Source: an optimization exercise on an open RTL-to-GDS flow (aim: small area and a short achievable clock period). Production flows keep margins and buffers that such runs may drop. Only simulation tests tie the RTL to the original design; equivalence was not proved. Power is estimated from default activity; no workload was simulated.

<file path="config.mk">
export PLATFORM = sky130hd
export DESIGN_NAME = Datapath
export DESIGN_NICKNAME = Datapath
export VERILOG_FILES = /design/flow/design.v
export SDC_FILE = /design/flow/constraint.sdc
export NUM_CORES = 4
export LEC_CHECK = 0
export CAP_MARGIN = 20
export CORE_MARGIN = 2
export CORE_UTILIZATION = 30
export CTS_BUF_LIST = sky130_fd_sc_hd__clkbuf_8 sky130_fd_sc_hd__clkbuf_16
export CTS_CLUSTER_DIAMETER = 80
export CTS_CLUSTER_SIZE = 20
export PLACE_DENSITY = 0.5
export SETUP_SLACK_MARGIN = 4
export SLEW_MARGIN = 20
</file>
<file path="constraint.sdc">
create_clock -name core_clock -period 16.0 [get_ports {clk}]
set_input_delay 3.2000 -clock core_clock [delete_from_list [all_inputs] [get_ports {clk}]]
set_output_delay 3.2000 -clock core_clock [all_outputs]
set_load 0.01 [all_outputs]
</file>
<file path="design.v">
`timescale 1ns / 1ps
module Datapath(
	input clk,
	input rst,
	input [31:0]instr_in,
	output [31:0]pc_out,
	output MemRead,
	output MemWrite,
	output MemtoReg,
	output [3:0]opcode,
	output regwrite,
	output branchfinal,
	output [4:0]reg1,
	output [4:0]reg2,
	output [3:0]funcode,
	output [31:0]instru,
	output [31:0]doutreg1,
	output [31:0]doutreg2,
	output [31:0]result
    );
	wire [31:0] i = instr_in;
	wire [3:0] op = i[31:28];
	wire op0 = (op == 4'd0);
	wire op1 = (op == 4'd1);
	wire op2 = (op == 4'd2);
	wire op3 = (op == 4'd3);
	wire op4 = (op == 4'd4);
	wire op5 = (op == 4'd5);
	wire op6 = (op == 4'd6);
	wire op8 = (op == 4'd8);
	wire op10 = (op == 4'd10);
	wire op23 = op2 | op3;
	assign instru = i;
	assign opcode = op;
	assign MemRead = op2;
	assign MemWrite = ~op[2] & op[1] & op[0];
	assign MemtoReg = ~op[2] & op[1] & ~op[0];
	assign regwrite = ~op[2] & ~(op[1] & op[0]);
	wire rsel_a = op0 | op1 | op5 | op6;      
	assign reg1 = rsel_a ? i[27:23] : op23 ? i[22:18] : 5'd0;
	assign reg2 = op0 ? i[22:18] : op23 ? i[27:23] : 5'd0;
	assign funcode = op0 ? i[17:14] : (op1 | op6) ? i[6:3] : op4 ? i[11:8] : 4'd0;
	reg [31:0] pc;
	reg carry;
	reg [31:0] rf_v;
	reg [63:0] dm_v;
	wire [1023:0] rf;     
	wire [2047:0] dm;
	assign pc_out = pc;
	function [31:0] rd32;
		input [4:0] a;
		input [1023:0] m;
		reg [511:0] l1;
		reg [255:0] l2;
		reg [127:0] l3;
		reg [63:0] l4;
		integer j;
		begin
			for (j = 0; j < 16; j = j + 1) l1[j*32 +: 32] = a[0] ? m[(2*j+1)*32 +: 32] : m[(2*j)*32 +: 32];
			for (j = 0; j < 8; j = j + 1) l2[j*32 +: 32] = a[1] ? l1[(2*j+1)*32 +: 32] : l1[(2*j)*32 +: 32];
			for (j = 0; j < 4; j = j + 1) l3[j*32 +: 32] = a[2] ? l2[(2*j+1)*32 +: 32] : l2[(2*j)*32 +: 32];
			for (j = 0; j < 2; j = j + 1) l4[j*32 +: 32] = a[3] ? l3[(2*j+1)*32 +: 32] : l3[(2*j)*32 +: 32];
			rd32 = a[4] ? l4[63:32] : l4[31:0];
		end
	endfunction
	wire [4:0] ra = i[27:23];
	wire [4:0] rb = i[22:18];
	wire [31:0] A = rd32(ra, rf) & {32{rf_v[ra]}};
	wire [31:0] B = rd32(rb, rf) & {32{rf_v[rb]}};
	wire [31:0] R0 = rf[31:0] & {32{rf_v[0]}};
	assign doutreg1 = rsel_a ? A : op23 ? B : R0;
	assign doutreg2 = op0 ? B : op23 ? A : R0;
	wire [31:0] imm1 = {{16{i[22]}}, i[22:7]};    
	wire [31:0] imm2 = {{16{i[17]}}, i[17:2]};    
	wire [31:0] imm4 = {{16{i[27]}}, i[27:12]};   
	wire [31:0] extimm = (op1 | op6) ? imm1 : op23 ? imm2 : op4 ? imm4 : 32'd0;
	wire [3:0] f0 = i[17:14];
	wire [3:0] f1 = i[6:3];
	wire fn_add = (op0 & (f0 == 4'd0)) | (op1 & (f1 == 4'd0)) | (~op[2] & ~op0 & ~op1);
	wire fn_neg = (op0 & (f0 == 4'd1)) | (op1 & (f1 == 4'd1));
	wire fn_and = op0 & (f0 == 4'd2);
	wire fn_xor = op0 & (f0 == 4'd3);
	wire fn_shl = (op0 & (f0 == 4'd4)) | (op1 & (f1 == 4'd2));
	wire fn_shr = (op0 & (f0 == 4'd5)) | (op1 & (f1 == 4'd3));
	wire fn_sra = (op0 & (f0 > 4'd5)) | (op1 & (f1 > 4'd3));
	wire fn_sh = fn_shl | fn_shr | fn_sra;
	wire fn_imm = op[2];
	wire [31:0] ax = op23 ? B : (op0 | op1) ? A : R0;
	wire [31:0] ay = op0 ? B : op8 ? R0 : op1 ? imm1 : op23 ? imm2 : 32'd0;
	wire [32:0] sum;
	ks_add32 add0(.a(ax), .b(ay), .s(sum));
	wire [31:0] sb = op0 ? B : imm1;
	wire [31:0] neg = ~sb + 32'd1;
	reg [31:0] a_r;
	integer n;
	always @* for (n = 0; n < 32; n = n + 1) a_r[n] = A[31 - n];
	wire [31:0] s0 = fn_shl ? a_r : A;
	wire fill = fn_sra & A[31];
	wire big = op0 ? (|B[31:5]) : (|i[22:12]);
	wire [31:0] s1 = sb[0] ? {fill, s0[31:1]} : s0;
	wire [31:0] s2 = sb[1] ? {{2{fill}}, s1[31:2]} : s1;
	wire [31:0] s3 = sb[2] ? {{4{fill}}, s2[31:4]} : s2;
	wire [31:0] s4 = sb[3] ? {{8{fill}}, s3[31:8]} : s3;
	wire [31:0] s5 = sb[4] ? {{16{fill}}, s4[31:16]} : s4;
	wire [31:0] s6 = big ? {32{fill}} : s5;
	reg [31:0] s6_r;
	always @* for (n = 0; n < 32; n = n + 1) s6_r[n] = s6[31 - n];
	wire [31:0] shres = fn_shl ? s6_r : s6;
	assign result = ({32{fn_add}} & sum[31:0]) |
	                ({32{fn_neg}} & neg) |
	                ({32{fn_and}} & (A & B)) |
	                ({32{fn_xor}} & (A ^ B)) |
	                ({32{fn_sh}}  & shres) |
	                ({32{fn_imm}} & extimm);
	wire [3:0] bf4 = i[11:8];
	wire [3:0] bf6 = i[6:3];
	assign branchfinal =
		(op4 & ((bf4 == 4'd0) | (bf4 == 4'd1) | ((bf4 == 4'd3) ? ~carry : carry))) |
		op5 |
		(op6 & (((bf6 == 4'd0) & A[31]) | ((bf6 == 4'd1) & (A == 32'd0)) | ((bf6 == 4'd2) & (A != 32'd0))));
	wire [31:0] pc4 = pc + 32'd4;
	wire [5:0] maddr = op[3] ? R0[5:0] : (B[5:0] + i[7:2]);
	wire [31:0] mwd = op[3] ? R0 : A;
	wire mwe = MemWrite;
	reg [31:0] rdata;
	integer k;
	always @* begin
		rdata = 32'd0;
		for (k = 0; k < 64; k = k + 1)
			rdata = rdata | ({32{maddr == k}} & dm[k*32 +: 32]);
		rdata = rdata & {32{dm_v[maddr]}};
	end
	wire link = op4 & (bf4 == 4'd1);
	wire rwe = regwrite | link;
	wire [4:0] wa = link ? 5'd31 : (op0 | op1 | op2) ? i[27:23] : 5'd0;
	wire [31:0] wd = link ? pc4 : op2 ? rdata : op10 ? 32'd0 : result;
	always @(posedge clk or posedge rst) begin
		if (rst) begin
			pc <= 32'd0;
			carry <= 1'b0;
			rf_v <= 32'd0;
			dm_v <= 64'd0;
		end else begin
			pc <= branchfinal ? extimm : pc4;
			if (fn_add) carry <= sum[32];
			if (rwe) rf_v[wa] <= 1'b1;
			if (mwe) dm_v[maddr] <= 1'b1;
		end
	end
	genvar g;
	generate
		for (g = 0; g < 32; g = g + 1) begin : rfw
			reg [31:0] q;
			always @(posedge clk) if (rwe & (wa == g)) q <= wd;
			assign rf[g*32 +: 32] = q;
		end
		for (g = 0; g < 64; g = g + 1) begin : dmw
			reg [31:0] q;
			always @(posedge clk) if (mwe & (maddr == g)) q <= mwd;
			assign dm[g*32 +: 32] = q;
		end
	endgenerate
endmodule
module ks_add32(
	input [31:0] a,
	input [31:0] b,
	output [32:0] s
    );
	wire [31:0] p0 = a ^ b;
	wire [31:0] g0 = a & b;
	wire [31:0] g1, p1, g2, p2, g3, p3, g4, p4, g5;
	genvar n;
	generate
		for (n = 0; n < 32; n = n + 1) begin : lv
			if (n >= 1) begin
				assign g1[n] = g0[n] | (p0[n] & g0[n-1]);
				assign p1[n] = p0[n] & p0[n-1];
			end else begin
				assign g1[n] = g0[n];
				assign p1[n] = p0[n];
			end
			if (n >= 2) begin
				assign g2[n] = g1[n] | (p1[n] & g1[n-2]);
				assign p2[n] = p1[n] & p1[n-2];
			end else begin
				assign g2[n] = g1[n];
				assign p2[n] = p1[n];
			end
			if (n >= 4) begin
				assign g3[n] = g2[n] | (p2[n] & g2[n-4]);
				assign p3[n] = p2[n] & p2[n-4];
			end else begin
				assign g3[n] = g2[n];
				assign p3[n] = p2[n];
			end
			if (n >= 8) begin
				assign g4[n] = g3[n] | (p3[n] & g3[n-8]);
				assign p4[n] = p3[n] & p3[n-8];
			end else begin
				assign g4[n] = g3[n];
				assign p4[n] = p3[n];
			end
			if (n >= 16)
				assign g5[n] = g4[n] | (p4[n] & g4[n-16]);
			else
				assign g5[n] = g4[n];
		end
	endgenerate
	assign s[0] = p0[0];
	assign s[31:1] = p0[31:1] ^ g5[30:0];
	assign s[32] = g5[31];
endmodule
</file>
<file path="run.sh">
#!/bin/bash
# synth_recipe.tcl (not shown) runs the flow's synth.tcl, then flattens the netlist and writes it again
# the make line also repeats each setting of config.mk as NAME=value (left out here)
make -C /OpenROAD-flow-scripts/flow DESIGN_CONFIG=/design/flow/config.mk WORK_HOME=/design/flow/orfs CLKGATE_MAP_FILE= SYNTH_SCRIPT=/design/flow/synth_recipe.tcl finish
</file>
==> qor.yml, run 1 <==
status: "no timing/DRC/antenna violations"
ctsHtreeMaxLevel: 4
grt_pass1_vias: 97130
fin_cells: 16160
finalSetupViolations: 0
drc: 0
path_max_fanout: 15
required_ns: 12.80
die_h_um: 689.4
die_x_um: 689.4
max_freq_ghz: 0.08188
grt_pass1_wl_mm: 932.7
synth_top_area_share_pct: 65.46
wl_per_cell_um: 44.44
ant_nets: 0
syn_inst: 9497
r2r-end: "rfw[31].q[27]"
synthArstFlopShare_pct: 4.030
io_buffer_count: 212
pin_count: 217
synth_top_area_cell: "edfxtp_1"
slew_headroom_pct: 13.64
end_kind: "output port"
ys_types: 108
worst_setup_path_start_kind: "primary input"
timing.final.crit_share_pct: 76.33
drive_gt1_share_pct: 17.57
critPathKind: "primary input to output port"
report.final.slew_viol_count: 0
coreArea_um2: 467600
cts_buffer_depth: 4
grt_max_degree: 92
syn_nets: 9608
ys_top_cells_by_area: "edfxtp_1 (65%), mux2i_1 (4.9%), mux4_2 (3.9%), a22oi_1 (3.8%), dfrtp_1 (2.3%)"
hp-class: "flip-flop to flip-flop"
ys_ff_latch: 3201
synth_warnings: 1
fin_crit_ns: 12.21
holdWs_ns: 0.4775
pwr_density_cell_nw_per_um2: 111.4
nets: 9969
worstPathArrival_ns: 9.01
dominantRegCellSynth: "edfxtp_1"
skew_ns: 0.1505
rsz0062_at_grt: "true"
synth_seq_area_share_pct: 67.75
tightestPinTransition_ns: 1.287
cts_hold_buf: 0
synth_area_per_cell_um2: 14.84
ir_worst_vdd_mv: 0.1002
syn_to_final_growth_pct: 15.89
critPathCapture: "result[0]"
synth-edff-count: 3072
drt_pass1_iterations: 9
cts_tree: "done"
insertion_delay_ns: 1.06
reg2regPathDepth: 25
power.leakage_nw: 53.67
path_clk_slew_ns: 0.09
crit_start: "instr_in[25]"
initial_utilization_pct: 30.14
rows: 251
cts_sinks: 3201
fillers: 44380
overflow: 0
drv_cap: 0
antenna_found_initial: 65
rrSetupSlack_ns: 6.25
fin_tns_setup_ns: 0
post-place-cells: 15680
timing.rr.start: "rf_v[0]"
viasPerCell: 6.435
track_usage_pct: 29.18
die_area_um2: 475300
drt-initial-drc-count: 19130
netlist_area_um2: 140900
hpwl_mm: 435.1
cts_buffers: 194
routed-via-count: 104000
report.final.hold_viol_count: 0
routed_wirelength_mm: 718.3
root_buffer: "clkbuf_16"
place_congestion: 1.011
-- cell usage after synthesis (129+ instances only) --
cell type	n
a21oi_1	301
a221oi_1	202
a22o_1	132
a22oi_1	714
buf_2	151
clkbuf_1	403
dfrtp_1	129
edfxtp_1	3072
mux2i_1	684
mux4_2	245
nand2_1	701
nand3_1	302
nor2_1	298
o21ai_0	237
o22ai_1	148
-- per-stage QoR --
stage / total power, mW / utilization [%] / area [um^2] / setup slack [ns]
after floorplan: 11.22 / - / 140900 / 4.020
after global placement: 12.78 / 32.73 / 153100 / 1.207
after detailed placement: 12.82 / 32.77 / 153200 / 1.628
after CTS: 18.08 / 34.70 / 162300 / 3.860
after global routing: 18.55 / 34.91 / 163300 / 3.882
final: 18.20 / 34.93 / 163300 / 3.788
-- sequential cells by signal, summed over array words and instances (netlist names) --
signal / flops
carry: 1
dm_v: 64
dmw.q: 2048
pc: 32
rf_v: 32
rfw.q: 1024
-- kinds of logic after synthesis --
family | synth area share, %
multiplexers | 9.061
XOR/XNOR | 0.4972
adder cells (fa/ha/maj) | 0.6970
AND/OR/NAND/NOR | 6.060
flip-flops | 67.75
buffers and inverters | 2.556
AO/OA/AOI/OAI | 13.38
-- per-layer routing --
layer / wire length, um / global-route usage (%) / up-vias
li1: - / - / 39370
met4: 51220 / 16.51 / 16
met1: 276300 / 38.72 / 55080
met3: 83300 / 7.290 / 1640
met5: 127 / 0 / -
met2: 307300 / 43.52 / 7885
-- how the worst min path moves through the flow --
stage	startpoint	end	depth (start not counted)
floorplan	dm_v[24]	dm_v[24]	1
global placement	dm_v[24]	dm_v[24]	1
detailed placement	dm_v[24]	dm_v[24]	1
CTS	dm_v[24]	dm_v[24]	1
global route	dm_v[24]	dm_v[24]	1
finish	dm_v[24]	dm_v[24]	1
-- layout by cell type (no fill, tap or decap), types with 74 or more instances in the layout --
cell type        count
edfxtp_1          3072
a22oi_1            704
nand2_1            676
mux2i_1            676
buf_4              533
nand3_1            290
a21oi_1            280
mux4_2             245
nor2_1             225
clkbuf_16          202
a221oi_1           192
clkdlybuf4s50_1    183
o21ai_0            180
o22ai_1            143
dfrtp_1            129
a22o_1             127
nand4_1            111
a222oi_1           110
inv_1               96
a31oi_1             78
o21bai_1            74
-- worst max-delay path, stage by stage --
cell and delay [ns]:
buf_8 0.18, buf_12 0.20, nand4b_1 0.15, buf_4 0.19
buf_4 0.14, buf_12 0.18, o22ai_1 0.13, nor4_2 0.68
nand3_1 0.43, o22ai_1 0.90, o32ai_1 0.19, a22oi_1 0.35
o22ai_1 0.29, nor2_1 0.19, nor2_1 0.06, o22a_1 0.24
a221o_1 0.60, clkdlybuf4s50_1 0.58
-- layout make-up --
class                           instances  area, um^2  area share (%)
Tap cell                             6198        7755           4.748
Clock buffer                          197        4907           3.005
Inverter                               72       282.8          0.1731
Antenna cell                           26       65.06         0.03984
Multi-Input combinational cell       5494       44820           27.44
Timing Repair Buffer                  895        9251           5.664
Sequential cell                      3201       95480           58.46
Clock inverter                         78       772.0          0.4727
-- power breakdown --
group	total, mW	switching, mW	internal [mW]
sequential	9.65	0.134	9.51
combinational	3.27	2.32	0.958
clock	5.28	2.96	2.32
-- timing repair --
| item | CTS | global route |
|---|---|---|
| pin swaps | 53 | 42 |
| resized for setup | 357 | 112 |
| hold endpoints to repair | 0 | 0 |
| cloned | 25 | 7 |
| setup buffers | 119 | 29 |
| setup endpoints to repair | 33 | 29 |
==> inputs of run 2 (changes only) <==
==> flow/run.sh (new file) <==
#!/bin/bash
set -euo pipefail
export BUFFER_PORTS_ARGS="-buffer_cell sky130_fd_sc_hd__buf_4"
bash standard.sh > standard_flow.log 2>&1
grep -h "input buffers\|output buffers" orfs/logs/*/Datapath/base/3_3_place_gp.log > port_buffers.log || true
==> standard.sh (new file) <==
#!/bin/bash
# synth_recipe.tcl (not shown) runs the flow's synth.tcl, then flattens the netlist and writes it again
# the make line also repeats each setting of config.mk as NAME=value (left out here)
make -C /OpenROAD-flow-scripts/flow DESIGN_CONFIG=/design/flow/config.mk WORK_HOME=/design/flow/orfs CLKGATE_MAP_FILE= SYNTH_SCRIPT=/design/flow/synth_recipe.tcl "${@:-finish}"
removed: run.sh
==> qor.yml, run 2 <==
overflow: 0  # unchanged
synth_area_per_cell_um2: 14.84  # unchanged
end_kind: "output port"  # unchanged
hp-class: "flip-flop to flip-flop"  # unchanged
ir_worst_vdd_mv: 0.09030  # was 0.1002 mV
drt_pass1_iterations: 9  # unchanged
synth_warnings: 1  # unchanged
syn_nets: 9608  # unchanged
drt-initial-drc-count: 18910  # was 19.13k
viasPerCell: 6.442  # was 6.435
worstPathArrival_ns: 8.95  # was 9.01 ns
pwr-share-seq_pct: 53.2  # was 53.0%
synthArstFlopShare_pct: 4.030  # unchanged
fin_tns_setup_ns: 0  # unchanged
swShare_pct: 29.63  # was 29.74%
rsz0062_at_grt: "true"  # unchanged
timing.rr.start: "rf_v[0]"  # unchanged
p_clk_share_pct: 28.9  # was 29.0%
wl_per_cell_um: 44.84  # was 44.44 um
yosys.area_share.simple_pct: 6.060  # unchanged
nets: 9914  # was 9969
die_area_um2: 475300  # unchanged
drive_gt1_share_pct: 18.92  # was 17.57%
place_congestion: 1.022  # was 1.011
power.leakage_nw: 53.65  # was 53.67 nW
min_to: "dm_v[56]"  # was dm_v[24]
drv_cap: 0  # unchanged
grt_pass1_vias: 96350  # was 97.13k
holdCritStartpoint: "dm_v[56]"  # was dm_v[24]
post-place-cells: 15640  # was 15.68k
final_common_cell: "edfxtp_1"  # unchanged
root_buffer: "clkbuf_16"  # unchanged
ctsHtreeMaxLevel: 4  # unchanged
reg2regPathDepth: 25  # unchanged
cts_buffers: 191  # was 194
antenna_found_initial: 50  # was 65
synth-edff-count: 3072  # unchanged
netlist_area_um2: 140900  # unchanged
synth_compound_area_share_pct: 13.38  # unchanged
ant_nets: 0  # unchanged
grt_max_degree: 87  # was 92
fin_crit_ns: 12.15  # was 12.21 ns
timing.final.crit_share_pct: 75.94  # was 76.33%
report.final.slew_viol_count: 0  # unchanged
die_x_um: 689.4  # unchanged
largest_register: "dmw.q"  # unchanged
track_usage_pct: 29.20  # was 29.18%
synth_top_area_cell: "edfxtp_1"  # unchanged
cts_sinks: 3201  # unchanged
largest_register_ffs: 2048  # unchanged
critPathSlowestCell: "a222oi_1"  # was o22ai_1
pin_count: 217  # unchanged
status: "no timing/DRC/antenna violations"  # unchanged
crit_chain: "buf_16 > buf_12 > buf_16 > mux4_2 > a22o_2 > a211o_1 > a222oi_1 > nand4_1 > or4_4 > nor2_4 > nor2_4 > buf_6 > a21oi_1 > o22ai_1 > a32oi_2 > o211ai_1 > buf_6 > buf_4"  # was buf_8 > buf_12 > nand4b_1 > buf_4 > buf_4 > buf_12 > o22ai_1 > nor4_2 > nand3_1 > o22ai_1 > o32ai_1 > a22oi_1 > o22ai_1 > nor2_1 > nor2_1 > o22a_1 > a221o_1 > clkdlybuf4s50_1
grt_pass1_wl_mm: 933.4  # was 932.7 mm
hpwl_mm: 433.8  # was 435.1 mm
cts_tree: "done"  # unchanged
routed_wirelength_mm: 722.1  # was 718.3 mm
syn_to_final_growth_pct: 15.29  # was 15.89%
worst_setup_path_start_kind: "primary input"  # unchanged
max_freq_ghz: 0.08230  # was 0.08188 GHz
dominantRegCellSynth: "edfxtp_1"  # unchanged
path_clk_slew_ns: 0.09  # about the same
layout_setup_ws_ns: 3.850  # was 3.788 ns
slowest_delay_ns: 1.13  # was 0.90 ns
internal_power_mw: 12.78  # was 12.79 mW
synth_seq_area_share_pct: 67.75  # unchanged
slew_headroom_pct: 12.48  # was 13.64%
ys_ff_latch: 3201  # unchanged
synthTopCellsByCount: "edfxtp_1 (3072), a22oi_1 (714), nand2_1 (701), mux2i_1 (684), clkbuf_1 (403)"  # unchanged
coreArea_um2: 467600  # unchanged
die_h_um: 689.4  # unchanged
synth_top_family_by_area: "compound AO/OA/AOI/OAI gates"  # unchanged
ys_types: 108  # unchanged
synthXorXnorAreaFrac_pct: 0.4972  # unchanged
rows: 251  # unchanged
rrSetupSlack_ns: 6.10  # was 6.25 ns
initial_utilization_pct: 30.14  # unchanged
required_ns: 12.80  # about the same
reg_top3: "dmw.q (2048), rfw.q (1024), dm_v (64)"  # unchanged
routed-via-count: 103800  # was 104.0k
ys_top_cells_by_area: "edfxtp_1 (65%), mux2i_1 (4.9%), mux4_2 (3.9%), a22oi_1 (3.8%), dfrtp_1 (2.3%)"  # unchanged
share_comb_of_total_power_pct: 17.9  # was 18.0%
cts_buffer_depth: 4  # unchanged
r2r-end: "rfw[23].q[13]"  # was rfw[31].q[27]
synthMuxAreaShare_pct: 9.061  # unchanged
critPathKind: "primary input to output port"  # unchanged
yosys.area_share.adder_pct: 0.6970  # unchanged
pwr_density_cell_nw_per_um2: 111.7  # was 111.4 nW/um^2
tightestPinTransition_ns: 1.313  # was 1.287 ns
path_max_fanout: 14  # was 15
cts_hold_buf: 0  # unchanged
syn_inst: 9497  # unchanged
hold-path-cell-count: 1  # unchanged
finalSetupViolations: 0  # unchanged
switchingPower_mw: 5.379  # was 5.412 mW
skew_ns: 0.1059  # was 0.1505 ns
synth_top_area_share_pct: 65.46  # unchanged
final_cell_mix: "edfxtp_1 (3072), a22oi_1 (705), mux2i_1 (678), nand2_1 (677), buf_4 (677)"  # was edfxtp_1 (3072), a22oi_1 (704), nand2_1 (676), mux2i_1 (676), buf_4 (533)
drc: 0  # unchanged
pre_cts_ws_ns: 1.584  # was 1.628 ns
insertion_delay_ns: 0.99  # was 1.06 ns
total_power_mw: 18.15  # was 18.20 mW
fin_cells: 16110  # was 16.16k
report.final.hold_viol_count: 0  # unchanged
io_buffer_count: 212  # unchanged
synth.most_common_cell: "edfxtp_1"  # unchanged
## run 2: cell counts after synthesis
No cell type changed its count.
## run 2: layout make-up
| type | count | area (um^2) |
|---|---|---|
| multi-input combinational | 5492 | 44720 |
| timing repair buffer | 845 | 8568 |
| tap | 6198 | 7755 |
| clock inverter | 75 | 574.3 |
| inverter | 72 | 284.0 |
| clock buffer | 204 | 5060 |
| antenna | 18 | 45.04 |
| fill | 44550 | 305100 |
| sequential | 3201 | 95480 |
## run 2: worst max-delay path: cells and delay by family
kind / cells / cell delay, ns
buffers and inverters: 6 / 1.10
AND/OR/NAND/NOR: 4 / 1.28
AO/OA/AOI/OAI: 7 / 2.79
multiplexers: 1 / 0.51
## run 2: how the worst max path moves through the flow
stage / to / startpoint / cells after the start
floorplan: result[26] / instr_in[18] / 26
finish: result[9] / instr_in[18] / 18
CTS: result[31] / instr_in[31] / 23
global placement: result[20] / instr_in[18] / 20
global route: result[31] / instr_in[18] / 23
detailed placement: result[31] / instr_in[18] / 21
## run 2: layer usage
layer  vias up  global-route usage (%)  part of all wire (%)
met3      1586                   6.609                    11
met4        10                   15.81                   6.8
met2      8046                   44.00                    43
li1      39260                       -                     -
met1     54850                   39.11                    39
met5         -                       0                0.0096
## run 2: per-stage QoR
stage	hold WS, ns	cell area (um^2)	util, %
after global routing	0.4811	162400	34.74
final	0.4646	162500	34.75
after detailed placement	0.4460	152600	32.62
after global placement	0.4419	152400	32.58
after floorplan	0.4276	140900	-
after CTS	0.4659	160800	34.39
## run 2: power groups by stage
stage | Clock, mW | Sequential [mW] | Combinational (mW)
after floorplan | 0 | 9.80 | 1.42
after global placement | 0 | 9.83 | 2.93
after detailed placement | 0 | 9.84 | 2.96
after CTS | 5.28 | 9.65 | 3.08
after global routing | 5.55 | 9.66 | 3.30
final | 5.25 | 9.66 | 3.25
## run 2: cell families (layout without fill, tap and decap cells)
group | after synthesis | in the layout
flip-flops | 3201 | 3201
AO/OA/AOI/OAI | 2558 | 2558
AND/OR/NAND/NOR | 1810 | 1811
multiplexers | 965 | 965
buffers and inverters | 805 | 1196
XOR/XNOR | 80 | 80
adder cells (fa/ha/maj) | 78 | 78
other | 0 | 18
## run 2: what timing repair did
action,in CTS,in global routing
pin swaps,42,59
cloned,26,16
buffers inserted,71,56
setup endpoints to repair,288,30
resized for setup,263,176
==> inputs of run 3 (changes only) <==
--- a/design.v
+++ b/design.v
@@ -166,7 +166,7 @@
 	input [31:0] b,
 	output [32:0] s
     );
-	wire [31:0] p0 = a ^ b;
+	wire [31:0] p0 = a | b;
 	wire [31:0] g0 = a & b;
 	wire [31:0] g1, p1, g2, p2, g3, p3, g4, p4, g5;
 	genvar n;
@@ -206,7 +206,7 @@
 				assign g5[n] = g4[n];
 		end
 	endgenerate
-	assign s[0] = p0[0];
-	assign s[31:1] = p0[31:1] ^ g5[30:0];
+	assign s[0] = a[0] ^ b[0];
+	assign s[31:1] = a[31:1] ^ (b[31:1] ^ g5[30:0]);
 	assign s[32] = g5[31];
 endmodule
--- a/config.mk
+++ b/config.mk
@@ -12,5 +12,5 @@
 export CTS_CLUSTER_DIAMETER = 80
 export CTS_CLUSTER_SIZE = 20
 export PLACE_DENSITY = 0.5
-export SETUP_SLACK_MARGIN = 4
+export SETUP_SLACK_MARGIN = 5
 export SLEW_MARGIN = 20
==> qor.yml, run 3 <==
synth_top_area_share_pct: 66.27  # was 65.46%
cts_hold_buf: 0  # unchanged
max_freq_ghz: 0.08866  # was 0.08230 GHz
ys_ff_latch: 3201  # unchanged
synthXorXnorAreaFrac_pct: 0.6391  # was 0.4972%
fin_crit_ns: 11.28  # was 12.15 ns
rrSetupSlack_ns: 7.17  # was 6.10 ns
ir_worst_vdd_mv: 0.1015  # was 0.09030 mV
holdCritStartpoint: "dm_v[18]"  # was dm_v[56]
grt_pass1_vias: 91650  # was 96.35k
synth_top_area_cell: "edfxtp_1"  # unchanged
drive_gt1_share_pct: 25.80  # was 18.92%
fillers: 44000  # was 44.55k
coreArea_um2: 462900  # was 467600 um^2
place_congestion: 0.9949  # was 1.022
synth_top_family_by_area: "multiplexers"  # was compound AO/OA/AOI/OAI gates
timing.rr.start: "rf_v[0]"  # unchanged
min_to: "dm_v[18]"  # was dm_v[56]
synth_warnings: 1  # unchanged
ys_types: 99  # was 108
timing.final.crit_share_pct: 70.49  # was 75.94%
initial_utilization_pct: 30.07  # was 30.14%
ant_nets: 0  # unchanged
netlist_area_um2: 139200  # was 140900 um^2
skew_ns: 0.1183  # was 0.1059 ns
synthMuxAreaShare_pct: 11.43  # was 9.061%
path_max_fanout: 7  # was 14
synthTopCellsByCount: "edfxtp_1 (3072), nand2_1 (632), a22oi_1 (568), mux4_2 (555), clkbuf_1 (368)"  # was edfxtp_1 (3072), a22oi_1 (714), nand2_1 (701), mux2i_1 (684), clkbuf_1 (403)
slew_headroom_pct: 16.42  # was 12.48%
rows: 250  # was 251
power.leakage_nw: 52.64  # was 53.65 nW
final_common_cell: "edfxtp_1"  # unchanged
pwr_density_cell_nw_per_um2: 110.5  # was 111.7 nW/um^2
syn_to_final_growth_pct: 16.88  # was 15.29%
insertion_delay_ns: 0.99  # about the same
antenna_found_initial: 38  # was 50
drv_cap: 0  # unchanged
r2r-end: "rfw[11].q[22]"  # was rfw[23].q[13]
synth_seq_area_share_pct: 68.59  # was 67.75%
drt-initial-drc-count: 16930  # was 18.91k
hpwl_mm: 415.9  # was 433.8 mm
final_cell_mix: "edfxtp_1 (3072), buf_4 (797), nand2_1 (602), a22oi_1 (566), mux4_2 (555)"  # was edfxtp_1 (3072), a22oi_1 (705), mux2i_1 (678), nand2_1 (677), buf_4 (677)
path_clk_slew_ns: 0.08  # was 0.09 ns
largest_register_ffs: 2048  # unchanged
synthArstFlopShare_pct: 4.030  # unchanged
finalSetupViolations: 0  # unchanged
required_ns: 12.80  # about the same
grt_pass1_wl_mm: 885.9  # was 933.4 mm
synth_area_per_cell_um2: 16.00  # was 14.84 um^2
top_layer: "met5"  # unchanged
rsz0062_at_grt: "true"  # unchanged
drt_pass1_iterations: 7  # was 9
wl_per_cell_um: 44.08  # was 44.84 um
drc: 0  # unchanged
reg_top3: "dmw.q (2048), rfw.q (1024), dm_v (64)"  # unchanged
overflow: 0  # unchanged
viasPerCell: 6.301  # was 6.442
io_buffer_count: 212  # unchanged
tightestPinTransition_ns: 1.247  # was 1.313 ns
largest_register: "dmw.q"  # unchanged
routed-via-count: 97460  # was 103.8k
nets: 9301  # was 9914
hold-path-cell-count: 1  # unchanged
syn_inst: 8701  # was 9497
routed_wirelength_mm: 681.9  # was 722.1 mm
die_area_um2: 469400  # was 475300 um^2
report.final.slew_viol_count: 0  # unchanged
yosys.area_share.simple_pct: 5.872  # was 6.060%
synth.most_common_cell: "edfxtp_1"  # unchanged
pin_count: 217  # unchanged
track_usage_pct: 28.03  # was 29.20%
report.final.hold_viol_count: 0  # unchanged
hp-class: "flip-flop to flip-flop"  # unchanged
cts_buffers: 190  # was 191
ys_top_cells_by_area: "edfxtp_1 (66%), mux4_2 (9.0%), a22oi_1 (3.1%), dfrtp_1 (2.3%), mux2i_1 (2.1%)"  # was edfxtp_1 (65%), mux2i_1 (4.9%), mux4_2 (3.9%), a22oi_1 (3.8%), dfrtp_1 (2.3%)
status: "no timing/DRC/antenna violations"  # unchanged
synth_compound_area_share_pct: 10.51  # was 13.38%
die_x_um: 685.2  # was 689.4 um
syn_nets: 8787  # was 9608
grt_max_degree: 66  # was 87
worst_setup_path_start_kind: "primary input"  # unchanged
yosys.area_share.adder_pct: 0.6292  # was 0.6970%
wl_met3_mm: 67.36  # was 82.19 mm
synth-edff-count: 3072  # unchanged
reg2regPathDepth: 23  # was 25
worstPathArrival_ns: 8.08  # was 8.95 ns
dominantRegCellSynth: "edfxtp_1"  # unchanged
utilization_pct: 35.14  # was 34.75%
root_buffer: "clkbuf_16"  # unchanged
critPathKind: "primary input to output port"  # unchanged
end_kind: "output port"  # unchanged
wl_met2_mm: 317.2  # was 310.7 mm
cts_buffer_depth: 4  # unchanged
cts_tree: "done"  # unchanged
ctsHtreeMaxLevel: 4  # unchanged
fin_tns_setup_ns: 0  # unchanged
die_h_um: 685.2  # was 689.4 um
wl_met1_mm: 251.3  # was 280.1 mm
cts_sinks: 3201  # unchanged
## run 3: logic make-up (layout without fill, tap and decap cells)
logic type                 after synthesis  after routing
xor gates and xnor gates               100            100
DFF                                   3201           3201
AOI/OAI and AO/OA                     1974           1974
other                                    0             18
adders and majority gates               73             73
and+or+nand+nor                       1745           1746
muxes                                  891            891
buffers and inverters                  717           1291
## run 3: final cells by class
cell class	count	area [um^2]	share of cell area, %
antenna	18	45.04	0.02769
timing repair inverter	1	5.005	0.003076
inverter	87	402.9	0.2476
sequential	3201	95480	58.69
multi-input combinational	4784	44380	27.28
clock buffer	195	4880	2.999
clock inverter	58	520.5	0.3199
timing repair buffer	950	9254	5.688
tap	6174	7725	4.748
## run 3: metal layers
metal / global-route usage, % / vias up
met5: 0 / -
met4: 15.45 / 12
met3: 4.948 / 1534
met2: 45.15 / 7167
met1: 35.89 / 51940
li1: - / 36800
## run 3: worst max-delay path by stage
stage / startpoint / end / slack, ns / cells past startpoint
floorplan: instr_in[18] / result[30] / 5.00 / 18
global placement: instr_in[22] / result[30] / 2.27 / 17
detailed placement: instr_in[22] / result[30] / 2.51 / 17
CTS: instr_in[18] / result[31] / 4.74 / 18
global route: instr_in[18] / result[28] / 4.70 / 20
finish: instr_in[18] / result[11] / 4.72 / 18
## run 3: worst max-delay path, cell delays in order
cell,delay [ns]
buf_16,0.13
buf_16,0.18
buf_4,0.17
buf_16,0.15
mux4_2,0.49
mux4_2,0.47
nand2_1,0.15
nand3_4,0.21
or2_2,0.37
a211o_1,0.39
nor2_1,0.25
nand2_1,0.21
nor2_1,0.21
xor2_2,0.33
nor2_1,0.17
a2111oi_2,0.45
nand3_2,0.22
buf_4,0.21
## run 3: timing repair
action	CTS	global route
hold endpoints to repair	0	0
setup buffers	107	84
pin swaps	40	67
endpoints found under the setup margin	1060	522
cloned	36	9
gates resized for setup	447	176
## run 3: metrics by stage
| stage | cells | hold slack, ns | area (um^2) | total power [mW] | worst slack [ns] |
|---|---|---|---|---|---|
| after floorplan | 8701 | 0.4276 | 139200 | 11.17 | 5.003 |
| after CTS | 15360 | 0.4646 | 160900 | 17.84 | 4.745 |
| after detailed placement | 14960 | 0.4444 | 151400 | 12.69 | 2.511 |
| after global placement | 14960 | 0.4425 | 151400 | 12.66 | 2.268 |
| final | 15470 | 0.4641 | 162700 | 17.98 | 4.721 |
| after global routing | 15450 | 0.4819 | 162600 | 18.32 | 4.701 |
## run 3: report_power, final
group	total, mW	internal [mW]	leakage [nW]	switching (mW)
clock network	5.12	2.25	2.74	2.87
logic	3.17	0.954	20.2	2.21
registers	9.69	9.56	29.7	0.135
==> inputs of run 4 (changes only) <==
--- a/design.v
+++ b/design.v
@@ -119,7 +119,27 @@
 		op5 |
 		(op6 & (((bf6 == 4'd0) & A[31]) | ((bf6 == 4'd1) & (A == 32'd0)) | ((bf6 == 4'd2) & (A != 32'd0))));
 	wire [31:0] pc4 = pc + 32'd4;
-	wire [5:0] maddr = op[3] ? R0[5:0] : (B[5:0] + i[7:2]);
+	wire [5:0] ma = B[5:0];
+	wire [5:0] mb = i[7:2];
+	wire [5:0] mg = ma & mb;
+	wire [5:0] mp = ma | mb;
+	wire [5:0] mc;
+	assign mc[0] = 1'b0;
+	assign mc[1] = mg[0];
+	assign mc[2] = mg[1] | (mp[1] & mg[0]);
+	assign mc[3] = mg[2] | (mp[2] & mg[1]) | (mp[2] & mp[1] & mg[0]);
+	assign mc[4] = mg[3] | (mp[3] & mc[3]);
+	assign mc[5] = mg[4] | (mp[4] & mg[3]) | (mp[4] & mp[3] & mc[3]);
+	wire [5:0] msum = ma ^ (mb ^ mc);
+	wire [5:0] maddr = op[3] ? R0[5:0] : msum;
+	wire [7:0] mlo, mhi;
+	genvar d;
+	generate
+		for (d = 0; d < 8; d = d + 1) begin : mdec
+			assign mlo[d] = (maddr[2:0] == d);
+			assign mhi[d] = (maddr[5:3] == d);
+		end
+	endgenerate
 	wire [31:0] mwd = op[3] ? R0 : A;
 	wire mwe = MemWrite;
 	reg [31:0] rdata;
@@ -127,13 +147,13 @@
 	always @* begin
 		rdata = 32'd0;
 		for (k = 0; k < 64; k = k + 1)
-			rdata = rdata | ({32{maddr == k}} & dm[k*32 +: 32]);
-		rdata = rdata & {32{dm_v[maddr]}};
+			rdata = rdata | ({32{mhi[k/8] & mlo[k%8] & dm_v[k]}} & dm[k*32 +: 32]);
 	end
 	wire link = op4 & (bf4 == 4'd1);
 	wire rwe = regwrite | link;
 	wire [4:0] wa = link ? 5'd31 : (op0 | op1 | op2) ? i[27:23] : 5'd0;
-	wire [31:0] wd = link ? pc4 : op2 ? rdata : op10 ? 32'd0 : result;
+	wire wd_res = ~link & ~op2 & ~op10;
+	wire [31:0] wd = ({32{link}} & pc4) | ({32{op2}} & rdata) | ({32{wd_res}} & result);
 	always @(posedge clk or posedge rst) begin
 		if (rst) begin
 			pc <= 32'd0;
@@ -144,7 +164,8 @@
 			pc <= branchfinal ? extimm : pc4;
 			if (fn_add) carry <= sum[32];
 			if (rwe) rf_v[wa] <= 1'b1;
-			if (mwe) dm_v[maddr] <= 1'b1;
+			for (k = 0; k < 64; k = k + 1)
+				if (mwe & mhi[k/8] & mlo[k%8]) dm_v[k] <= 1'b1;
 		end
 	end
 	genvar g;
@@ -156,7 +177,7 @@
 		end
 		for (g = 0; g < 64; g = g + 1) begin : dmw
 			reg [31:0] q;
-			always @(posedge clk) if (mwe & (maddr == g)) q <= mwd;
+			always @(posedge clk) if (mwe & mhi[g/8] & mlo[g%8]) q <= mwd;
 			assign dm[g*32 +: 32] = q;
 		end
 	endgenerate
@@ -172,41 +193,56 @@
 	genvar n;
 	generate
 		for (n = 0; n < 32; n = n + 1) begin : lv
-			if (n >= 1) begin
+			if (n == 1) begin
+				assign g1[n] = g0[n] | ((p0[n] & a[0]) & b[0]);
+				assign p1[n] = p0[n] & p0[n-1];
+			end else if (n >= 2) begin
 				assign g1[n] = g0[n] | (p0[n] & g0[n-1]);
 				assign p1[n] = p0[n] & p0[n-1];
 			end else begin
 				assign g1[n] = g0[n];
 				assign p1[n] = p0[n];
 			end
-			if (n >= 2) begin
+			if (n == 2) begin
+				assign g2[n] = g1[n] | ((p1[n] & a[0]) & b[0]);
+				assign p2[n] = p1[n] & p1[n-2];
+			end else if (n >= 2) begin
 				assign g2[n] = g1[n] | (p1[n] & g1[n-2]);
 				assign p2[n] = p1[n] & p1[n-2];
 			end else begin
 				assign g2[n] = g1[n];
 				assign p2[n] = p1[n];
 			end
-			if (n >= 4) begin
+			if (n == 4) begin
+				assign g3[n] = g2[n] | ((p2[n] & a[0]) & b[0]);
+				assign p3[n] = p2[n] & p2[n-4];
+			end else if (n >= 4) begin
 				assign g3[n] = g2[n] | (p2[n] & g2[n-4]);
 				assign p3[n] = p2[n] & p2[n-4];
 			end else begin
 				assign g3[n] = g2[n];
 				assign p3[n] = p2[n];
 			end
-			if (n >= 8) begin
+			if (n == 8) begin
+				assign g4[n] = g3[n] | ((p3[n] & a[0]) & b[0]);
+				assign p4[n] = p3[n] & p3[n-8];
+			end else if (n >= 8) begin
 				assign g4[n] = g3[n] | (p3[n] & g3[n-8]);
 				assign p4[n] = p3[n] & p3[n-8];
 			end else begin
 				assign g4[n] = g3[n];
 				assign p4[n] = p3[n];
 			end
-			if (n >= 16)
+			if (n == 16)
+				assign g5[n] = g4[n] | ((p4[n] & a[0]) & b[0]);
+			else if (n >= 16)
 				assign g5[n] = g4[n] | (p4[n] & g4[n-16]);
 			else
 				assign g5[n] = g4[n];
 		end
 	endgenerate
 	assign s[0] = a[0] ^ b[0];
-	assign s[31:1] = a[31:1] ^ (b[31:1] ^ g5[30:0]);
+	assign s[1] = a[1] ^ (b[1] ^ (a[0] & b[0]));
+	assign s[31:2] = a[31:2] ^ (b[31:2] ^ g5[30:1]);
 	assign s[32] = g5[31];
 endmodule
==> qor.yml, run 4 <==
hpwl_mm: 384.7  # was 415.9 mm
report.final.slew_viol_count: 0  # unchanged
post-place-cells: 14440  # was 14.96k
fillers: 43300  # was 44.00k
drc: 0  # unchanged
synth_warnings: 1  # unchanged
worstPathArrival_ns: 8.07  # was 8.08 ns
grtUsageMet3_pct: 7.017  # was 4.948%
insertion_delay_ns: 0.99  # about the same
drt_pass1_iterations: 10  # was 7
final_area_um2: 162100  # was 162700 um^2
grt_pass1_vias: 89530  # was 91.65k
syn_to_final_growth_pct: 17.35  # was 16.88%
final_cell_mix: "edfxtp_1 (3072), buf_4 (771), mux4_2 (564), a22oi_1 (517), nand2_1 (358)"  # was edfxtp_1 (3072), buf_4 (797), nand2_1 (602), a22oi_1 (566), mux4_2 (555)
io_buffer_count: 212  # unchanged
layout_setup_ws_ns: 4.733  # was 4.721 ns
routed-via-count: 95130  # was 97.46k
final_common_cell: "edfxtp_1"  # unchanged
ant_nets: 0  # unchanged
synth_area_per_cell_um2: 16.76  # was 16.00 um^2
skew_ns: 0.1062  # was 0.1183 ns
fin_tns_setup_ns: 0  # unchanged
cts_buffer_depth: 4  # unchanged
die_h_um: 682.6  # was 685.2 um
die_area_um2: 465900  # was 469400 um^2
nets: 8868  # was 9301
rows: 249  # was 250
end_kind: "output port"  # unchanged
cts_tree: "done"  # unchanged
syn_nets: 8318  # was 8787
rsz0062_at_grt: "true"  # unchanged
overflow: 0  # unchanged
ctsHtreeMaxLevel: 4  # unchanged
utilization_pct: 35.30  # was 35.14%
synth_top_area_cell: "edfxtp_1"  # unchanged
netlist_area_um2: 138100  # was 139200 um^2
crit_chain: "buf_8 > clkinvlp_4 > nor2_1 > buf_4 > and4_1 > nor4_4 > bufbuf_16 > nor3_4 > o22a_1 > nor2_1 > a2111o_1 > o2111ai_2 > nand3_4 > o211a_4 > maj3_2 > o21ba_4 > a221o_1 > a221o_1 > buf_6"  # was buf_16 > buf_16 > buf_4 > buf_16 > mux4_2 > mux4_2 > nand2_1 > nand3_4 > or2_2 > a211o_1 > nor2_1 > nand2_1 > nor2_1 > xor2_2 > nor2_1 > a2111oi_2 > nand3_2 > buf_4
largest_register_ffs: 2048  # unchanged
synthTopCellsByCount: "edfxtp_1 (3072), mux4_2 (557), a22oi_1 (529), nor2_1 (398), nand2_1 (376)"  # was edfxtp_1 (3072), nand2_1 (632), a22oi_1 (568), mux4_2 (555), clkbuf_1 (368)
total_power_mw: 17.29  # was 17.98 mW
finalSetupViolations: 0  # unchanged
power.leakage_nw: 52.47  # was 52.64 nW
ys_types: 106  # was 99
critPathSlowestCell: "a221o_1"  # was mux4_2
largest_register: "dmw.q"  # unchanged
drt-initial-drc-count: 17010  # was 16.93k
wl_per_cell_um: 44.23  # was 44.08 um
hp-class: "flip-flop to flip-flop"  # unchanged
met2_usage_pct: 43.51  # was 45.15%
slowest_delay_ns: 0.47  # was 0.49 ns
place_area_um2: 149800  # was 151400 um^2
routed_wirelength_mm: 663.5  # was 681.9 mm
slew_headroom_pct: 14.28  # was 16.42%
status: "no timing/DRC/antenna violations"  # unchanged
die_x_um: 682.6  # was 685.2 um
initial_utilization_pct: 30.08  # was 30.07%
path_buf_inv: 5  # unchanged
grtUsageMet1_pct: 35.52  # was 35.89%
tightestPinTransition_ns: 1.286  # was 1.247 ns
track_usage_pct: 27.52  # was 28.03%
fin_crit_ns: 11.27  # was 11.28 ns
dominantRegCellSynth: "edfxtp_1"  # unchanged
cts_sinks: 3201  # unchanged
syn_inst: 8240  # was 8701
drv_cap: 0  # unchanged
grt_max_degree: 84  # was 66
drive_gt1_share_pct: 27.92  # was 25.80%
pin_count: 217  # unchanged
path_clk_slew_ns: 0.08  # about the same
ir_worst_vdd_mv: 0.08271  # was 0.1015 mV
synth_seq_area_share_pct: 69.12  # was 68.59%
critPathKind: "primary input to output port"  # unchanged
pwr_density_cell_nw_per_um2: 106.7  # was 110.5 nW/um^2
ys_top_cells_by_area: "edfxtp_1 (67%), mux4_2 (9.1%), a22oi_1 (2.9%), dfrtp_1 (2.3%), a221oi_1 (1.8%)"  # was edfxtp_1 (66%), mux4_2 (9.0%), a22oi_1 (3.1%), dfrtp_1 (2.3%), mux2i_1 (2.1%)
place_congestion: 0.9685  # was 0.9949
path_delay_family: "compound AO/OA/AOI/OAI gates"  # was simple AND/OR/NAND/NOR gates
fin_cells: 15000  # was 15.47k
grt-busiest-layer: "met2"  # unchanged
ys_ff_latch: 3201  # unchanged
report.final.hold_viol_count: 0  # unchanged
timing.final.crit_share_pct: 70.42  # was 70.49%
cts_buffers: 190  # unchanged
viasPerCell: 6.341  # was 6.301
worst_setup_path_start_kind: "primary input"  # unchanged
synth.most_common_cell: "edfxtp_1"  # unchanged
pre_cts_ws_ns: 2.158  # was 2.511 ns
synth_top_area_share_pct: 66.78  # was 66.27%
reg_top3: "dmw.q (2048), rfw.q (1024), dm_v (64)"  # unchanged
coreArea_um2: 459200  # was 462900 um^2
max_freq_ghz: 0.08876  # was 0.08866 GHz
root_buffer: "clkbuf_16"  # unchanged
grt_pass1_wl_mm: 860.7  # was 885.9 mm
synthArstFlopShare_pct: 4.030  # unchanged
required_ns: 12.80  # about the same
synth-edff-count: 3072  # unchanged
antenna_found_initial: 44  # was 38
path_max_fanout: 14  # was 7
holdWs_ns: 0.4620  # was 0.4641 ns
-- run 4: changes by cell type after synthesis, sizes merged, moves of 29 or more --
cell    previous run  this run
o21bai            54        20
a211oi            41        12
nor3             130        62
a22o             113       258
or2               17        81
a22oi            568       532
mux2i            299       240
a222oi           133        38
a221oi           174       279
inv               84        52
a21oi            250       168
nor2             336       401
mux4             555       607
nand2            632       376
-- run 4: final cells by class --
class	instances	area [um^2]	share of cell area (%)
Clock buffer	194	4855	2.995
Multi-Input combinational cell	4379	43190	26.65
Timing Repair inverter	2	17.52	0.01081
Tap cell	6149	7694	4.746
Antenna cell	17	42.54	0.02624
Sequential cell	3201	95480	58.90
Clock inverter	44	486.7	0.3003
Timing Repair Buffer	964	10070	6.210
Inverter	52	265.3	0.1636
-- run 4: cells by family (layout without fill, tap and decap cells) --
group	after synthesis	after routing	share of synthesized area, %
AOI/OAI and AO/OA	1824	1825	9.980
other	0	17	0
buffers and inverters	662	1256	2.322
adders and majority gates	61	61	0.5380
DFF	3201	3201	69.12
xor gates and xnor gates	94	94	0.5960
and+or+nand+nor	1509	1510	5.311
muxes	889	889	12.13
-- run 4: power by group --
group	total, mW	internal [mW]	switching, mW	leakage (nW)
Clock	5.14	2.25	2.89	2.67
Combinational	2.53	0.827	1.70	20.1
Sequential	9.62	9.51	0.104	29.7
Total	17.3	12.6	4.70	52.5
-- run 4: what timing repair did --
action | 4_1_cts | 5_1_grt
gates cloned | 63 | 11
setup endpoints to repair | 917 | 80
hold buffers | 0 | 0
pin swaps | 76 | 72
buffers inserted | 151 | 80
gates resized for setup | 500 | 160
-- run 4: worst paths after layout --
check	startpoint	end	slack, ns	cells past startpoint
max	instr_in[21]	result[24]	4.73	19
min	dm_v[48]	dm_v[48]	0.46	1
max reg2reg	rfw[0].q[1]	rfw[17].q[24]	7.35	22
min reg2reg	dm_v[48]	dm_v[48]	0.46	1
max in group asynchronous	rst	pc[30]	12.14	3
min in group asynchronous	rst	rf_v[9]	2.45	2
-- run 4: worst reg2reg max path, stage by stage, from the launching register on --
cell      delay [ns]
edfxtp_1        0.36
buf_4           0.22
mux4_1          0.53
mux4_2          0.50
mux2i_4         0.18
buf_12          0.15
buf_4           0.12
buf_4           0.10
nor2b_1         0.07
maj3_2          0.36
o2111a_1        0.16
a221o_1         0.28
or3_1           0.42
a31oi_4         0.75
buf_4           0.47
nor2_4          0.22
buf_4           0.37
a221oi_1        0.37
nand4_1         0.30
nor4_2          0.73
nand4_1         0.81
a221o_1         0.61
buf_4           0.25
-- run 4: routing by layer --
| layer | wire length, um | vias up | share of wire, % |
|---|---|---|---|
| li1 | - | 35300 | - |
| met1 | 241400 | 50950 | 36 |
| met2 | 302100 | 7345 | 46 |
| met3 | 81400 | 1504 | 12 |
| met4 | 38480 | 30 | 5.8 |
| met5 | 195 | - | 0.029 |
==> inputs of run 5 (changes only) <==
==> config.mk (replaced) <==
export PLATFORM = sky130hd
export DESIGN_NAME = Datapath
export DESIGN_NICKNAME = Datapath
export VERILOG_FILES = /design/flow/design.v
export SDC_FILE = /design/flow/constraint.sdc
export NUM_CORES = 4
export LEC_CHECK = 0
export CAP_MARGIN = 20
export CORE_MARGIN = 2
export CORE_UTILIZATION = 35
export CTS_BUF_LIST = sky130_fd_sc_hd__clkbuf_16
export CTS_CLUSTER_DIAMETER = 100
export CTS_CLUSTER_SIZE = 25
export PLACE_DENSITY = 0.55
export SETUP_SLACK_MARGIN = 5
export SLEW_MARGIN = 20
==> qor.yml, run 5 <==
ctsHtreeMaxLevel: 4  # unchanged
grt_max_degree: 67  # was 84
pwr-share-seq_pct: 57.9  # was 55.6%
initial_utilization_pct: 35.16  # was 30.08%
synth_warnings: 1  # unchanged
ant_nets: 0  # unchanged
ys_ff_latch: 3201  # unchanged
report.final.hold_viol_count: 0  # unchanged
max_freq_ghz: 0.08963  # was 0.08876 GHz
hp-class: "flip-flop to flip-flop"  # unchanged
nets: 8801  # was 8868
required_ns: 12.80  # about the same
largest_register: "dmw.q"  # unchanged
timing.final.crit_share_pct: 69.73  # was 70.42%
cts_hold_buf: 0  # unchanged
skew_ns: 0.1006  # was 0.1062 ns
total_power_mw: 16.63  # was 17.29 mW
track_usage_pct: 30.97  # was 27.52%
rrSetupSlack_ns: 7.34  # was 7.35 ns
internal_power_mw: 12.18  # was 12.59 mW
share_comb_of_total_power_pct: 14.7  # was 14.6%
synthArstFlopShare_pct: 4.030  # unchanged
path_clk_slew_ns: 0.11  # was 0.08 ns
synthXorXnorAreaFrac_pct: 0.5960  # unchanged
cts_tree: "done"  # unchanged
netlist_area_um2: 138100  # unchanged
r2r-end: "rfw[24].q[25]"  # was rfw[17].q[24]
drive_gt1_share_pct: 27.25  # was 27.92%
ir_worst_vdd_mv: 0.09375  # was 0.08271 mV
finalSetupViolations: 0  # unchanged
slew_headroom_pct: 12.26  # was 14.28%
rows: 230  # was 249
coreArea_um2: 392800  # was 459200 um^2
min_to: "dm_v[52]"  # was dm_v[48]
status: "no timing/DRC/antenna violations"  # unchanged
synth_area_per_cell_um2: 16.76  # unchanged
holdCritStartpoint: "dm_v[52]"  # was dm_v[48]
syn_inst: 8240  # unchanged
overflow: 0  # unchanged
root_buffer: "clkbuf_16"  # unchanged
fin_cells: 14000  # was 15.00k
synthTopCellsByCount: "edfxtp_1 (3072), mux4_2 (557), a22oi_1 (529), nor2_1 (398), nand2_1 (376)"  # unchanged
crit_top_cell: "buf_6"
pre_cts_ws_ns: 2.491  # was 2.158 ns
path_max_fanout: 7  # was 14
ys_types: 106  # unchanged
routed-via-count: 94920  # was 95.13k
syn_nets: 8318  # unchanged
fin_crit_ns: 11.16  # was 11.27 ns
swShare_pct: 26.78  # was 27.17%
wl_per_cell_um: 45.39  # was 44.23 um
final_common_cell: "edfxtp_1"  # unchanged
drv_cap: 0  # unchanged
drt_pass1_iterations: 9  # was 10
crit_start: "instr_in[23]"  # was instr_in[21]
report.final.slew_viol_count: 0  # unchanged
layout_setup_ws_ns: 4.843  # was 4.733 ns
place_congestion: 0.9612  # was 0.9685
grt_pass1_wl_mm: 832.8  # was 860.7 mm
yosys.area_share.simple_pct: 5.311  # unchanged
critPathKind: "primary input to output port"  # unchanged
drt-initial-drc-count: 17150  # was 17.01k
synth.most_common_cell: "edfxtp_1"  # unchanged
synth_top_area_cell: "edfxtp_1"  # unchanged
drc: 0  # unchanged
synth_compound_area_share_pct: 9.980  # unchanged
final_cell_mix: "edfxtp_1 (3072), buf_4 (727), mux4_2 (558), a22oi_1 (521), nand2_1 (360)"  # was edfxtp_1 (3072), buf_4 (771), mux4_2 (564), a22oi_1 (517), nand2_1 (358)
switchingPower_mw: 4.455  # was 4.698 mW
rsz0062_at_grt: "true"  # unchanged
synth_top_family_by_area: "multiplexers"  # unchanged
synthMuxAreaShare_pct: 12.13  # unchanged
power.leakage_nw: 51.86  # was 52.47 nW
die_x_um: 632.2  # was 682.6 um
reg_top3: "dmw.q (2048), rfw.q (1024), dm_v (64)"  # unchanged
grt_pass1_vias: 88560  # was 89.53k
cts_buffers: 158  # was 190
fin_tns_setup_ns: 0  # unchanged
timing.rr.start: "rfw[0].q[0]"  # was rfw[0].q[1]
ys_top_cells_by_area: "edfxtp_1 (67%), mux4_2 (9.1%), a22oi_1 (2.9%), dfrtp_1 (2.3%), a221oi_1 (1.8%)"  # unchanged
hold-path-cell-count: 1  # unchanged
viasPerCell: 6.779  # was 6.341
slowest_delay_ns: 0.56  # was 0.47 ns
cts_buffer_depth: 4  # unchanged
io_buffer_count: 212  # unchanged
synth_top_area_share_pct: 66.78  # unchanged
utilization_pct: 40.68  # was 35.30%
pin_count: 217  # unchanged
hpwl_mm: 371.5  # was 384.7 mm
cts_sinks: 3201  # unchanged
syn_to_final_growth_pct: 15.67  # was 17.35%
largest_register_ffs: 2048  # unchanged
pwr_density_cell_nw_per_um2: 104.1  # was 106.7 nW/um^2
yosys.area_share.adder_pct: 0.5380  # unchanged
antenna_found_initial: 28  # was 44
reg2regPathDepth: 21  # was 22
fillers: 35120  # was 43.30k
critPathSlowestCell: "or4_4"  # was a221o_1
synth_seq_area_share_pct: 69.12  # unchanged
end_kind: "output port"  # unchanged
p_clk_share_pct: 27.5  # was 29.7%
die_area_um2: 399700  # was 465900 um^2
routed_wirelength_mm: 635.6  # was 663.5 mm
post-place-cells: 13500  # was 14.44k
worst_setup_path_start_kind: "primary input"  # unchanged
tightestPinTransition_ns: 1.316  # was 1.286 ns
insertion_delay_ns: 0.96  # was 0.99 ns
worstPathArrival_ns: 7.96  # was 8.07 ns
crit_chain: "buf_16 > buf_6 > buf_16 > mux2i_1 > nand2_1 > nand4_1 > buf_12 > a41oi_4 > buf_6 > buf_4 > a32oi_1 > o211a_1 > a2111o_1 > buf_4 > o211a_4 > o31ai_4 > a311oi_4 > nor2_2 > nor3_1 > a41o_1 > or4_4 > buf_6"  # was buf_8 > clkinvlp_4 > nor2_1 > buf_4 > and4_1 > nor4_4 > bufbuf_16 > nor3_4 > o22a_1 > nor2_1 > a2111o_1 > o2111ai_2 > nand3_4 > o211a_4 > maj3_2 > o21ba_4 > a221o_1 > a221o_1 > buf_6
synth-edff-count: 3072  # unchanged
dominantRegCellSynth: "edfxtp_1"  # unchanged
die_h_um: 632.2  # was 682.6 um
run 5: cell counts after synthesis:
Identical to the previous run, type by type.
run 5: power groups by stage:
stage,Combinational [mW],Clock [mW],Sequential [mW]
after floorplan,1.04,0,9.80
after global placement,2.06,0,9.81
after detailed placement,2.08,0,9.81
after CTS,2.30,4.57,9.62
after global routing,2.50,4.82,9.63
final,2.44,4.57,9.63
run 5: logic make-up after synthesis:
group / count (synthesis)
flip-flops: 3201
AO/OA/AOI/OAI: 1824
AND/OR/NAND/NOR: 1509
multiplexers: 889
buffers and inverters: 662
XOR/XNOR: 94
adder cells (fa/ha/maj): 61
run 5: timing repair:
| action | in CTS | in global routing |
|---|---|---|
| gates cloned | 57 | 9 |
| pin swaps | 71 | 88 |
| resized for setup | 524 | 176 |
| buffers inserted | 132 | 86 |
| endpoints found under the setup margin | 1162 | 65 |
run 5: worst max-delay path by stage:
stage / to / slack, ns / cells past startpoint
global route: result[30] / 4.84 / 19
CTS: result[28] / 4.87 / 17
floorplan: result[28] / 4.96 / 24
finish: result[28] / 4.84 / 22
global placement: result[28] / 2.53 / 17
detailed placement: result[28] / 2.49 / 19
run 5: layer usage:
metal | vias to the layer above | part of all wire, % | GRT usage [%]
met1 | 50450 | 35 | 39.59
li1 | 35100 | - | -
met2 | 7777 | 45 | 48.70
met3 | 1563 | 13 | 8.069
met4 | 24 | 6.6 | 15.73
met5 | - | 0.064 | 0.2295
run 5: layout make-up:
cell class / count / area, um^2 / share of cell area, %
Clock buffer: 163 / 4079 / 2.553
Timing Repair inverter: 1 / 8.758 / 0.005482
Antenna cell: 15 / 37.54 / 0.02349
Timing Repair Buffer: 929 / 9769 / 6.114
Tap cell: 5220 / 6531 / 4.088
Clock inverter: 40 / 291.5 / 0.1825
Sequential cell: 3201 / 95480 / 59.76
Multi-Input combinational cell: 4380 / 43320 / 27.11
Inverter: 52 / 269.0 / 0.1684
run 5: worst max-delay path: cells and delay by family:
family,cells,cell delay (ns)
AOI/OAI and AO/OA,8,2.17
buffers and inverters,8,1.24
and+or+nand+nor,5,1.19
muxes,1,0.12
run 5: metrics by stage:
stage	hold WS [ns]	cell area, um^2
global placement	0.4428	148400
global route	0.4736	159700
floorplan	0.4275	138200
detailed placement	0.4432	148600
finish	0.4685	159800
CTS	0.4687	157900

==> static timing again, ports no longer ideal <==
How much do the figures lean on ideal ports? The routed layouts below were timed once more, with nothing changed but the port constraints.
Step 1: set_driving_cell puts a clkbuf_16 on clk and a buf_2 on each other input, an assumption about the parent block.
Step 2 adds t to the input delays and takes it off the output delays; t is the mean of the earliest and latest rising clock arrival at the registers after step 1. Input paths then give back, and output paths get back, about the clock's delay inside the block.
Three values: no drivers, after step 1, after step 2; two values: the first two.
run | t, ns | setup slack, ns | hold WS [ns]
run 1 | 1.114 | 3.788 / 3.514 / 3.058 | 0.478 / 0.478 / 0.478
run 2 | 1.046 | 3.850 / 3.445 / 2.844 | 0.465 / 0.465 / 0.465
run 3 | 1.056 | 4.721 / 4.370 / 3.640 | 0.464 / 0.464 / 0.464
run 4 | 1.043 | 4.733 / 4.228 / 3.651 | 0.462 / 0.462 / 0.462
run 5 | 1.026 | 4.843 / 4.409 / 3.745 | 0.468 / 0.468 / 0.468
After both steps setup and hold are still met in every run listed. For run 5, which loses most, drivers alone change the setup slack by -0.434 ns; drivers and shift together by -1.098 ns.
